Source: an optimization exercise on an open RTL-to-GDS flow (aim: small area). Production flows keep margins and buffers that such runs may drop.
RTL that was checked went through simulation tests only; none was proved equivalent to the original.
Power figures rest on the tool's default switching activity, not on a simulated workload.

Setup of S:
==> module sync_manager, before the edit <==
module sync_manager #
(
    parameter integer                       MM_ADDR_WIDTH       = 32,
    parameter integer                       DATA_WIDTH          = 32
)
(
    input  wire                             aclk,
    input  wire                             aresetn,
    output wire [3:0]                       combination,
    input  wire                             request,
    input  wire [4:0]                       log_length,
    input  wire [MM_ADDR_WIDTH-1:0]         base_address,
    input  wire                             reading,
    input  wire                             writing,
    output wire [MM_ADDR_WIDTH-1:0]         read_buffer,
    output wire [MM_ADDR_WIDTH-1:0]         write_buffer
);
    logic [1:0]  idx_read, idx_ready, idx_lock, idx_write;
    logic [1:0]  idx_read_n, idx_ready_n, idx_lock_n, idx_write_n;
    logic [30:0] read_count, read_count_n;
    logic [30:0] write_count, write_count_n;
    logic        lock, lock_n;
    logic [1:0]  write_factor, write_factor_n;
    logic [31:0] write_buffer_tmp, write_buffer_tmp_n;
    logic [31:0] therm, onehot;
    always_comb
        for (int i = 0; i < 32; i++) begin
            therm[i]  = (log_length <= i);
            onehot[i] = ({1'b0, log_length} + 6'd2 == i);
        end
    function automatic [3:0] dec (input [1:0] v);
        dec = 4'b0001 << v;
    endfunction
    assign combination = dec(idx_read) | dec(idx_ready) | dec(idx_lock) | dec(idx_write);
    localparam int SPLIT = 17;
    function automatic [31:0] add_at (input [31:0] base, input [1:0] f, input [31:0] oh);
        logic bp, bp1, x, cy, r, q, rs, pb;
        begin
            bp  = |(base & oh);
            bp1 = |(base & (oh << 1));
            x   = f[1] ^ (f[0] & bp);
            cy  = (f[1] & bp1) | ((f[1] | bp1) & f[0] & bp);
            r   = 1'b0;
            q   = 1'b0;
            rs  = 1'b0;
            pb  = 1'b1;
            for (int i = 0; i < 32; i++) begin
                if (i < 2) begin
                    r = 1'b0;
                end else if (i <= SPLIT) begin
                    r = (r & base[i-1]) | (oh[i-2] & cy);
                    if (i == SPLIT) rs = r;
                end else begin
                    q  = (q & base[i-1]) | (oh[i-2] & cy);
                    pb = pb & base[i-1];
                    r  = q | (rs & pb);
                end
                add_at[i] = base[i] ^ (r | (oh[i] & f[0]) | ((i >= 1) ? (oh[i-1] & x) : 1'b0));
            end
        end
    endfunction
    assign read_buffer  = add_at(base_address, idx_read, onehot);
    assign write_buffer = add_at(write_buffer_tmp, write_factor, onehot);
    logic [31:0] rinc, winc, ra, wa;
    logic        rwrap, wwrap;
    always_comb begin
        ra[0] = 1'b1;
        wa[0] = 1'b1;
        for (int i = 0; i < 31; i++) begin
            ra[i+1] = ra[i] & read_count[i];
            wa[i+1] = wa[i] & write_count[i];
        end
        for (int i = 0; i < 31; i++) begin
            rinc[i] = read_count[i] ^ (reading & ra[i]);
            winc[i] = write_count[i] ^ (writing & wa[i]);
        end
        rinc[31] = reading & ra[31];
        winc[31] = writing & wa[31];
        rwrap = |(rinc & therm);
        wwrap = |(winc & therm);
    end
    logic rturn, wturn, all_named;
    logic [1:0] free_idx;
    assign rturn     = reading & rwrap;
    assign wturn     = writing & wwrap;
    assign all_named = &combination;
    assign free_idx  = ~combination[0] ? 2'd0 : ~combination[1] ? 2'd1 : ~combination[2] ? 2'd2 : 2'd3;
    always_comb begin
        logic [1:0] ready1;
        idx_write_n = rturn ? (all_named ? idx_ready : free_idx) : idx_write;
        ready1      = (rturn & all_named) ? idx_read : idx_ready;
        idx_lock_n  = wturn ? idx_write : idx_lock;
        idx_ready_n = wturn ? idx_lock : ready1;
        idx_read_n  = (request & ~lock) ? idx_ready_n : idx_read;
        lock_n      = request;
        write_factor_n = idx_write_n;
        read_count_n  = rturn ? 31'd0 : rinc[30:0];
        write_count_n = wturn ? 31'd0 : winc[30:0];
        write_buffer_tmp_n[1:0] = base_address[1:0];
        begin
            logic c;
            c = reading;
            for (int i = 2; i < 32; i++) begin
                write_buffer_tmp_n[i] = base_address[i] ^ (~rturn & (read_count[i-2] ^ c));
                c = (base_address[i] & read_count[i-2]) | ((base_address[i] | read_count[i-2]) & c);
            end
        end
    end
    always_ff @(posedge aclk) begin
        if (~aresetn) begin
            idx_read         <= 2'd0;
            idx_ready        <= 2'd1;
            idx_lock         <= 2'd2;
            idx_write        <= 2'd2;
            read_count       <= 0;
            write_count      <= 0;
            lock             <= 0;
            write_factor     <= 0;
            write_buffer_tmp <= 0;
        end else begin
            idx_read         <= idx_read_n;
            idx_ready        <= idx_ready_n;
            idx_lock         <= idx_lock_n;
            idx_write        <= idx_write_n;
            read_count       <= read_count_n;
            write_count      <= write_count_n;
            lock             <= lock_n;
            write_factor     <= write_factor_n;
            write_buffer_tmp <= write_buffer_tmp_n;
        end
    end
endmodule
export LEC_CHECK = 0
export ABC_AREA = 1
export CAP_MARGIN = 20
export CORE_MARGIN = 2
export CORE_UTILIZATION = 60
export SLEW_MARGIN = 20
create_clock -name core_clock -period 10.0 [get_ports {aclk}]
standard.sh (not shown) runs the stock make flow with config.mk's settings and CLKGATE_MAP_FILE= SYNTH_SCRIPT=/design/flow/synth_recipe.tcl, a recipe that flattens the netlist after the stock synthesis.
==> flow/flow/run.sh <==
#!/bin/bash
# The standard layout (standard.sh) with two changes:
#  - synthesis: the standard flow's own synthesis script, but ABC maps with flow/abc.script
#    (area-oriented mapping under a delay target) instead of ORFS's area script;
#  - the ports are buffered with the smallest buffer, sky130_fd_sc_hd__buf_1.
# Each tool's full output stays in this folder: standard.log (make) and ORFS's
# per-step logs under orfs/logs/.
set -euo pipefail
W=$(pwd)
cat flow/abc_override.tcl synth_recipe.tcl > my_synth.tcl
export MY_ABC_SCRIPT=$W/flow/abc.script
export BUFFER_PORTS_ARGS="-buffer_cell sky130_fd_sc_hd__buf_1"
bash standard.sh SYNTH_SCRIPT=$W/my_synth.tcl finish > standard.log 2>&1
test -s out/final.def
==> flow/flow/abc.script <==
strash
dc2
dch -f
map -D 4500
topo
stime -c
==> flow/flow/abc_override.tcl <==
# Run ABC with this flow's mapping script (MY_ABC_SCRIPT) in place of ORFS's
# abc_area.script; every other argument the standard flow's synthesis gives it is kept.
proc abc {args} {
  set i [lsearch -exact $args -script]
  if {$i >= 0} { lset args [expr {$i + 1}] $::env(MY_ABC_SCRIPT) }
  yosys abc {*}$args
}
diff inputs: S => P
-- flow/design.v --
<<< S, line 22
    logic [30:0] write_count, write_count_n;
    logic        lock, lock_n;
    logic [1:0]  write_factor, write_factor_n;
    logic [31:0] write_buffer_tmp, write_buffer_tmp_n;
    logic [31:0] therm, onehot;
>>> P, line 22
    logic [30:0] write_count, write_count_n;
    logic        lock, lock_n;
    logic        fresh;           
    logic [1:0]  write_factor;    
    logic [31:0] write_buffer_tmp, write_buffer_tmp_n;
    logic [31:0] therm, onehot;
<<< S, line 28
        for (int i = 0; i < 32; i++) begin
            therm[i]  = (log_length <= i);
            onehot[i] = ({1'b0, log_length} + 6'd2 == i);
        end
    function automatic [3:0] dec (input [1:0] v);
>>> P, line 29
        for (int i = 0; i < 32; i++) begin
            therm[i]  = (log_length <= i);
            onehot[i] = (i >= 2) && (log_length == 5'(i - 2));
        end
    function automatic [3:0] dec (input [1:0] v);
<<< S, line 34
    endfunction
    assign combination = dec(idx_read) | dec(idx_ready) | dec(idx_lock) | dec(idx_write);
    localparam int SPLIT = 17;
    function automatic [31:0] add_at (input [31:0] base, input [1:0] f, input [31:0] oh);
        logic bp, bp1, x, cy, r, q, rs, pb;
        begin
            bp  = |(base & oh);
>>> P, line 35
    endfunction
    assign combination = dec(idx_read) | dec(idx_ready) | dec(idx_lock) | dec(idx_write);
    function automatic [31:0] add_at (input [31:0] base, input [1:0] f, input [31:0] oh);
        logic bp, bp1, x, cy, run;
        begin
            bp  = |(base & oh);
<<< S, line 42
            x   = f[1] ^ (f[0] & bp);
            cy  = (f[1] & bp1) | ((f[1] | bp1) & f[0] & bp);
            r   = 1'b0;
            q   = 1'b0;
            rs  = 1'b0;
            pb  = 1'b1;
            for (int i = 0; i < 32; i++) begin
                if (i < 2) begin
                    r = 1'b0;
                end else if (i <= SPLIT) begin
                    r = (r & base[i-1]) | (oh[i-2] & cy);
                    if (i == SPLIT) rs = r;
                end else begin
                    q  = (q & base[i-1]) | (oh[i-2] & cy);
                    pb = pb & base[i-1];
                    r  = q | (rs & pb);
                end
                add_at[i] = base[i] ^ (r | (oh[i] & f[0]) | ((i >= 1) ? (oh[i-1] & x) : 1'b0));
            end
        end
    endfunction
    assign read_buffer  = add_at(base_address, idx_read, onehot);
    assign write_buffer = add_at(write_buffer_tmp, write_factor, onehot);
>>> P, line 42
            x   = f[1] ^ (f[0] & bp);
            cy  = (f[1] & bp1) | ((f[1] | bp1) & f[0] & bp);
            run = 1'b0;
            for (int i = 0; i < 32; i++) begin
                run = (i >= 3) ? ((run & base[i-1]) | oh[i-2]) : 1'b0;
                add_at[i] = base[i] ^ ((cy & run) | ((i >= 1) ? (oh[i-1] & x) : 1'b0) | (oh[i] & f[0]));
            end
        end
    endfunction
    assign write_factor = {idx_write[1] & ~fresh, idx_write[0]};
    assign read_buffer  = add_at(base_address, idx_read, onehot);
    assign write_buffer = add_at(write_buffer_tmp, write_factor, onehot);
<<< S, line 95
        idx_read_n  = (request & ~lock) ? idx_ready_n : idx_read;
        lock_n      = request;
        write_factor_n = idx_write_n;
        read_count_n  = rturn ? 31'd0 : rinc[30:0];
        write_count_n = wturn ? 31'd0 : winc[30:0];
>>> P, line 84
        idx_read_n  = (request & ~lock) ? idx_ready_n : idx_read;
        lock_n      = request;
        read_count_n  = rturn ? 31'd0 : rinc[30:0];
        write_count_n = wturn ? 31'd0 : winc[30:0];
<<< S, line 117
            write_count      <= 0;
            lock             <= 0;
            write_factor     <= 0;
            write_buffer_tmp <= 0;
        end else begin
>>> P, line 105
            write_count      <= 0;
            lock             <= 0;
            fresh            <= 1'b1;
            write_buffer_tmp <= 0;
        end else begin
<<< S, line 127
            write_count      <= write_count_n;
            lock             <= lock_n;
            write_factor     <= write_factor_n;
            write_buffer_tmp <= write_buffer_tmp_n;
        end
>>> P, line 115
            write_count      <= write_count_n;
            lock             <= lock_n;
            fresh            <= 1'b0;
            write_buffer_tmp <= write_buffer_tmp_n;
        end
### Flow results
P — met3 usage in global routing 1.2 points lower, S as reference
Diff S -> P: design area fell 660 um^2, portion of the clock cycle consumed by the worst path in the final layout fell 2.1 points, worst voltage drop across the vdd grid rose about 24%, post-layout minimum cycle time fell 0.21 ns, number of H-tree levels about even.
Switching portion of total power, S and P: larger value in S
[P] clock network fraction of design power rose 1.6 points relative to S
No functional check of the RTL was part of S.

-- port drivers added, routing unchanged --
The results above use ideal ports. As a check the final layouts listed here were re-extracted and re-timed, cells and wires unchanged.
Step 1 sets driving cells, clkbuf_16 on the clock port and buf_2 on the other inputs (assumed; they add their load-dependent delay and slew).
Step 2 adds t to the input delays and takes it off the output delays; t is the mean of the earliest and latest rising clock arrival at the registers after step 1. Input paths then give back, and output paths get back, about the clock's delay inside the block.
Three values: ideal, step 1, step 2; two values: the first two.
| run | t (ns) | slack for setup (ns) | worst register clock-pin slew, ns | cell pins on the clock port's net |
|---|---|---|---|---|
| S | 0.405 | 0.375 / 0.353 / 0.353 | 0.08 / 0.08 | 1 |
| P | 0.413 | 0.585 / 0.564 / 0.564 | 0.09 / 0.09 | 1 |
After both steps every run listed still meets setup and hold. The setup slack of S, which loses most, moves by -0.022 ns with the drivers and by -0.022 ns with both steps.
